Source: an optimization exercise on an open RTL-to-GDS flow (aim: small area and a short achievable clock period). Production flows keep margins and buffers that such runs may drop. Function was checked by simulation only, so behaviour that the tests miss may differ from the original.

==> flow/design.v (outline; a module is shown in full before it is edited, if it fits) <==
// module ComplexALU: 1577 lines
// module booth_mul: 1197 lines
module ComplexALU (
    input             clk,
    input             reset,
    input             recoverFlag_i,
    input             valid_i,
    input      [7:0]  opcode_i,
    input      [31:0] data1_i,
    input      [31:0] data2_i,
    input      [5:0]  logDest_i,
    input      [6:0]  phyDest_i,
    input      [6:0]  alID_i,
    output reg        wbValid_o,
    output     [7:0]  wbFlags_o,
    output reg [31:0] wbData_o,
    output reg [5:0]  wbLogDest_o,
    output reg [6:0]  wbPhyDest_o,
    output reg [6:0]  wbAlID_o,
    output reg        toggleFlag_o
);
  // ...
==> flow/run.sh <==
#!/bin/bash
# synth_recipe.tcl (not shown) runs the flow's synth.tcl, then flattens the netlist and writes it again
# the make line also repeats each setting of config.mk as NAME=value (left out here)
make -C /OpenROAD-flow-scripts/flow DESIGN_CONFIG=/design/flow/config.mk WORK_HOME=/design/flow/orfs CLKGATE_MAP_FILE= SYNTH_SCRIPT=/design/flow/synth_recipe.tcl finish
==> flow/config.mk <==
export PLATFORM = sky130hd
export DESIGN_NAME = ComplexALU
export DESIGN_NICKNAME = ComplexALU
export VERILOG_FILES = /design/flow/design.v
export SDC_FILE = /design/flow/constraint.sdc
export NUM_CORES = 4
export LEC_CHECK = 0
export ABC_AREA = 1
export CAP_MARGIN = 20
export CORE_MARGIN = 2
export CORE_UTILIZATION = 50
export PLACE_DENSITY = 0.65
export SLEW_MARGIN = 20
==> flow/constraint.sdc <==
create_clock -name core_clock -period 190.0 [get_ports {clk}]
set_input_delay 38.0000 -clock core_clock [delete_from_list [all_inputs] [get_ports {clk}]]
set_output_delay 38.0000 -clock core_clock [all_outputs]
set_load 0.01 [all_outputs]
==> results.txt, run 1 <==
outcome finished clean; Arr. time, crit path 40.65 ns; RSZ-0062 raised after global routing no; fin. max-slew vios 0; Cells after DPL 8,824; Hold Crit Start q_s2[14]; Routed WL 218,000 microns; Stages on worst setup path 200; Simple-Gate Fraction of Synth Area 14.4%; synthesized cell area 62,300 sq um; WHS Path Cells 0; period utilisation layout 21.1%; DRC Markers 0; M1 GR Usage 42.4%; clock latency on the worst-skew pair 0.71 ns; Highest Signal Layer met5; CP peak stage delay 0.86 ns; number of global-route vias before repair 53,800; DRT antenna net count 0; initial drt markers 5,278; CP Max Fanout 51; Max Fclk 0.0249 GHz; multiplexer share of the synthesized area 0.219%; Buffers excl. clock 307; number of flops mapped to enable cells by yosys 0; multi-input combinational cell count 5,416; hold-fix buffers at CTS 0; worst r2r path cells 200; count of non-filler cells in the finished layout 8,921; Num CTS Buffers 51; P&R area growth vs syn 7.93%; Final Skew 0.0883 ns; # IOs 158; Most Crowded Layer GR met2; Clock Tree Buf Depth 3; Clock transition at path regs 0.06 ns; total of max-cap violations 0; FF/Latch Area 9530 sq um; WHS Endpoint q_s3[21]; Commonest cells post-synth nand2_1 (1,169), fa_1 (945), inv_1 (936)
==> run 2, diff against run 1 <==
--- a/flow/design.v
+++ b/flow/design.v
@@ -1776,25 +1776,17 @@
 assign c31[32] = (t31[31] & d_s3[31]) | (c31[31] & (t31[31] | d_s3[31]));
 wire nb31 = c31[32];
 wire qb31 = nb31;
 wire [31:0] r32 = qb31 ? d31 : t31;
 wire [31:0] qn4 = {q_s3, qb25, qb26, qb27, qb28, qb29, qb30, qb31};
 wire [31:0] qmag = qn4;
 wire [31:0] rmag = r32;
 wire [31:0] dres = c_s3[2] ? rmag : qmag;
-wire [31:0] dx = dres ^ {32{c_s3[1]}};
-wire [32:0] nc;
-wire [31:0] dout;
-assign nc[0] = c_s3[1];
-genvar gn;
-generate for (gn = 0; gn < 32; gn = gn + 1) begin : negc
-    assign dout[gn]   = dx[gn] ^ nc[gn];
-    assign nc[gn + 1] = dx[gn] & nc[gn];
-end endgenerate
+wire [31:0] dout = c_s3[1] ? (~dres + 32'd1) : dres;
 reg [2:0] rec_cnt;    
 always @(posedge clk) begin
     if (reset)
         rec_cnt <= 3'd0;
     else if (recoverFlag_i)
         rec_cnt <= 3'd6;
     else if (rec_cnt != 3'd0)
         rec_cnt <= rec_cnt - 3'd1;
==> run 2 against run 1 <==
- hold slack improved by 0.054 ns
- via count rose by 0.87%
- critical path depth fell by 199
- fmax rose by 1.5%
- setup slack improved by 0.61 ns
- sequential share of layout area fell by 0.20 points
- first-iteration DRC count fell by 6.0%
- non-clock buffer count fell by 2
- routed wire length fell by 1.3%
- synthesized area rose by 1.5%
- largest cell class unchanged
- still clean on timing, DRC and antenna
==> results.txt, run 2 <==
Post-Synthesis Cells 7,462 (was 7,260); Startpoint Class flop (unchanged); Slew headroom 18.5% (was 34.2%); Hold Crit Start q_s1[1] (was q_s2[14]); Ys Warns 1 (unchanged); crit-path leading delay family buffers and inverters (was adder cells); RSZ-0062 raised after global routing no (unchanged); #FFs+latches synth 476 (unchanged); critical path capture point type output port (was flop); Seq/Total Area, Yosys 15.1% (was 15.3%); largest net degree at the start of global routing 47 (was 69); Die ar. 129,000 sq um (was 127,000 sq um); Setup crit start wbValid_o (was d_s3[1]); WL/cell 23.6 microns (was 24.5 microns); number of flops mapped to enable cells by yosys 0 (unchanged); # IOs 158 (unchanged); PortBufs 149 (unchanged); Clk Tree Root Cell clkbuf_16 (unchanged); total of max-cap violations 0 (unchanged); CP max stage cell clkdlybuf4s50_1 (was dfxtp_1); ys async rst share 0% (unchanged); Initial Util 50.4% (about the same); GP Congestion 1.01 (was 1.04); CP Max Fanout 1 (was 51); Clock Tree Buf Depth 3 (unchanged); final worst path period need 39.52 ns (was 40.12 ns); Commonest cells post-synth nand2_1 (1,115), inv_1 (1,105), fa_1 (944) (was nand2_1 (1,169), fa_1 (945), inv_1 (936)); CP peak stage delay 0.54 ns (was 0.86 ns); hold-fix buffers at CTS 0 (unchanged); Synth top area share 29.9% (was 30.4%); initial drt markers 4,962 (was 5,278); routed vias 52,800 (was 52,400); FILL cells 11,700 (was 11,500); layout cells sized above 1 6.66% (was 5.65%); CTS tree yes (unchanged); Max Fclk 0.0253 GHz (was 0.0249 GHz); # nets final 8,953 (was 8,788); die height 360 microns (was 357 microns); Required @ worst endpoint 152.00 ns (was 190.52 ns); DRC Markers 0 (unchanged); dpl hpwl 163,000 microns (was 162,000 microns); Buf/Inv on CP 1 (was 19); period utilisation layout 20.8% (was 21.1%); crit-path cells clkdlybuf4s50_1; WHS Path Cells 0 (unchanged); Detailed Routing Iterations Pass 1 7 (was 9); setup TNS 0 ns (unchanged); top cell type by total area after synthesis fa_1 (unchanged); Clock transition at path regs 0.07 ns (was 0.06 ns); P&R area growth vs syn 7.81% (was 7.93%); fin. max-slew vios 0 (unchanged); first-pass GRT wire length 330,000 microns (was 331,000 microns); synthesized cell area 63,300 sq um (was 62,300 sq um); number of global-route vias before repair 54,300 (was 53,800); initial antenna violation count 7 (was 14); GRT overflow 0 (unchanged); CTS sink count 476 (unchanged); flop2flop setup slack 156.35 ns (was 149.88 ns); outcome finished clean (unchanged); Post-CTS Resized 0 (unchanged); Arr. time, crit path 1.52 ns (was 40.65 ns); DRT antenna net count 0 (unchanged); ys flop type dfxtp_1 (unchanged); mean post-synth cell area 8.48 sq um (was 8.59 sq um); final hold violations 0 (unchanged); cell with the most instances after synthesis nand2_1 (unchanged); worst hold path type flop to flop (unchanged); Num CTS Buffers 52 (was 51); Place WS 151.05 ns (was 150.28 ns); WHS Endpoint q_s2[9] (was q_s3[21]); htree depth 2 (unchanged); Setup Buffers After CTS 0 (unchanged); Final Skew 0.0376 ns (was 0.0883 ns); Chip Width 360 microns (was 357 microns); via density per instance 5.79 (was 5.87); R2R Path Start d_s1[0] (was d_s3[1]); Final setup viols 0 (unchanged); Routed WL 216,000 microns (was 218,000 microns); Core ar. 126,000 sq um (was 124,000 sq um); Distinct cells, synth 73 (was 66); worst flop-to-flop path endpoint r_s2[7] (was wbData_o[31]); most common cell after layout, fill and taps aside nand2_1 (unchanged); Worst-Margin Slew 1.22 ns (was 0.985 ns); most frequent cells in the layout nand2_1 (1,115), inv_1 (1,091), fa_1 (944) (was nand2_1 (1,169), fa_1 (945), inv_1 (930)); worst setup margin 150.48 ns (was 149.88 ns); total track usage 33.4% (was 34.7%); worst r2r path cells 145 (was 200); main area contributors after synthesis fa_1 (30%), dfxtp_1 (15%), ha_1 (9.5%), xor2_1 (8.7%), nand2_1 (6.6%) (was fa_1 (30%), dfxtp_1 (15%), ha_1 (10%), xor2_1 (9.1%), nand2_1 (7.0%)); CP Class flop to output port (was flop to flop); # rows 130 (was 129); clock latency on the worst-skew pair 0.66 ns (was 0.71 ns)
-- run 2: changes by cell type after synthesis, sizes merged, moves of 17 or more --
cell	change
a211oi	-25
a21oi	+25
and2	-34
buf	+31
clkbuf	-26
ha	-29
inv	+184
nor2	+78
o21a	+18
o21ai	+20
or2	-43
xor2	-17
-- run 2: how the worst max path moves through the flow --
stage	end	slack, ns	cells past startpoint
floorplan	rec_cnt[1]	151.66	3
global placement	rec_cnt[1]	151.09	4
detailed placement	rec_cnt[1]	151.05	4
CTS	wbFlags_o[3]	150.42	1
global route	wbData_o[30]	150.42	1
finish	wbValid_o	150.48	1
-- run 2: cell families (layout without fill, tap and decap cells) --
group           after synthesis  count (layout)  share of synthesized area [%]
fa+ha+maj                  1422            1422                           39.3
xor+xnor                    703             703                           9.74
buf+inv                    1554            1567                           9.64
mux                          21              21                          0.344
other cells                   2               8                         0.0119
simple gates               2118            2118                           14.9
compound gates             1166            1166                           11.0
flops                       476             476                           15.1
-- run 2: cell type report --
class | instances | area, sq um | share of cell area, %
Clock buffer | 66 | 1430 | 2.10
Antenna cell | 3 | 7.51 | 0.0110
Clock inverter | 31 | 450 | 0.660
Multi-Input combinational cell | 5435 | 47700 | 69.9
Timing Repair Buffer | 305 | 2670 | 3.91
Inverter | 1165 | 4380 | 6.43
Tap cell | 1650 | 2060 | 3.03
Sequential cell | 476 | 9530 | 14.0
-- run 2: stage by stage --
| step | hold slack (ns) | utilization [%] | instances | area, sq um |
|---|---|---|---|---|
| floorplan | 0.310 | - | 7465 | 63300 |
| global placement | 0.310 | 52.8 | 9028 | 66300 |
| detailed placement | 0.312 | 52.8 | 9028 | 66300 |
| CTS | 0.308 | 54.3 | 9125 | 68200 |
| global route | 0.314 | 54.3 | 9128 | 68200 |
| finish | 0.313 | 54.3 | 9131 | 68200 |
-- run 2: layer usage --
metal,wire length (microns),share of wire (%),track usage (%),up-vias
met3,20500,9.5,8.14,924
met4,18500,8.6,22.2,6
met5,47,0.022,0,-
met2,97500,45,54.2,2748
li1,-,-,-,23700
met1,79100,37,39.3,25400

## port drivers added, routing unchanged
In the flow no input, the clock included, has a driving cell. The finished layouts below were timed again as built, in two steps.
Step 1: set_driving_cell puts a clkbuf_16 on clk and a buf_2 on each other input, an assumption about the parent block.
Step 2, shift: input delay + t, output delay - t, t = (earliest + latest rising clock arrival at the registers) / 2. This alone moves slack from input paths to output paths.
a / b / c = ideal / step 1 / step 2; a / b = the first two.
run | shift t [ns] | slack for setup (ns) | worst register clock-pin slew, ns | worst slew at a driven data input, ns
run 1 | 0.740 | 149.877 / 149.877 / 149.877 | 0.07 / 0.07 | 0.10
run 2 | 0.719 | 150.484 / 150.410 / 151.060 | 0.08 / 0.08 | 0.08
After both steps every run listed still meets setup and hold.
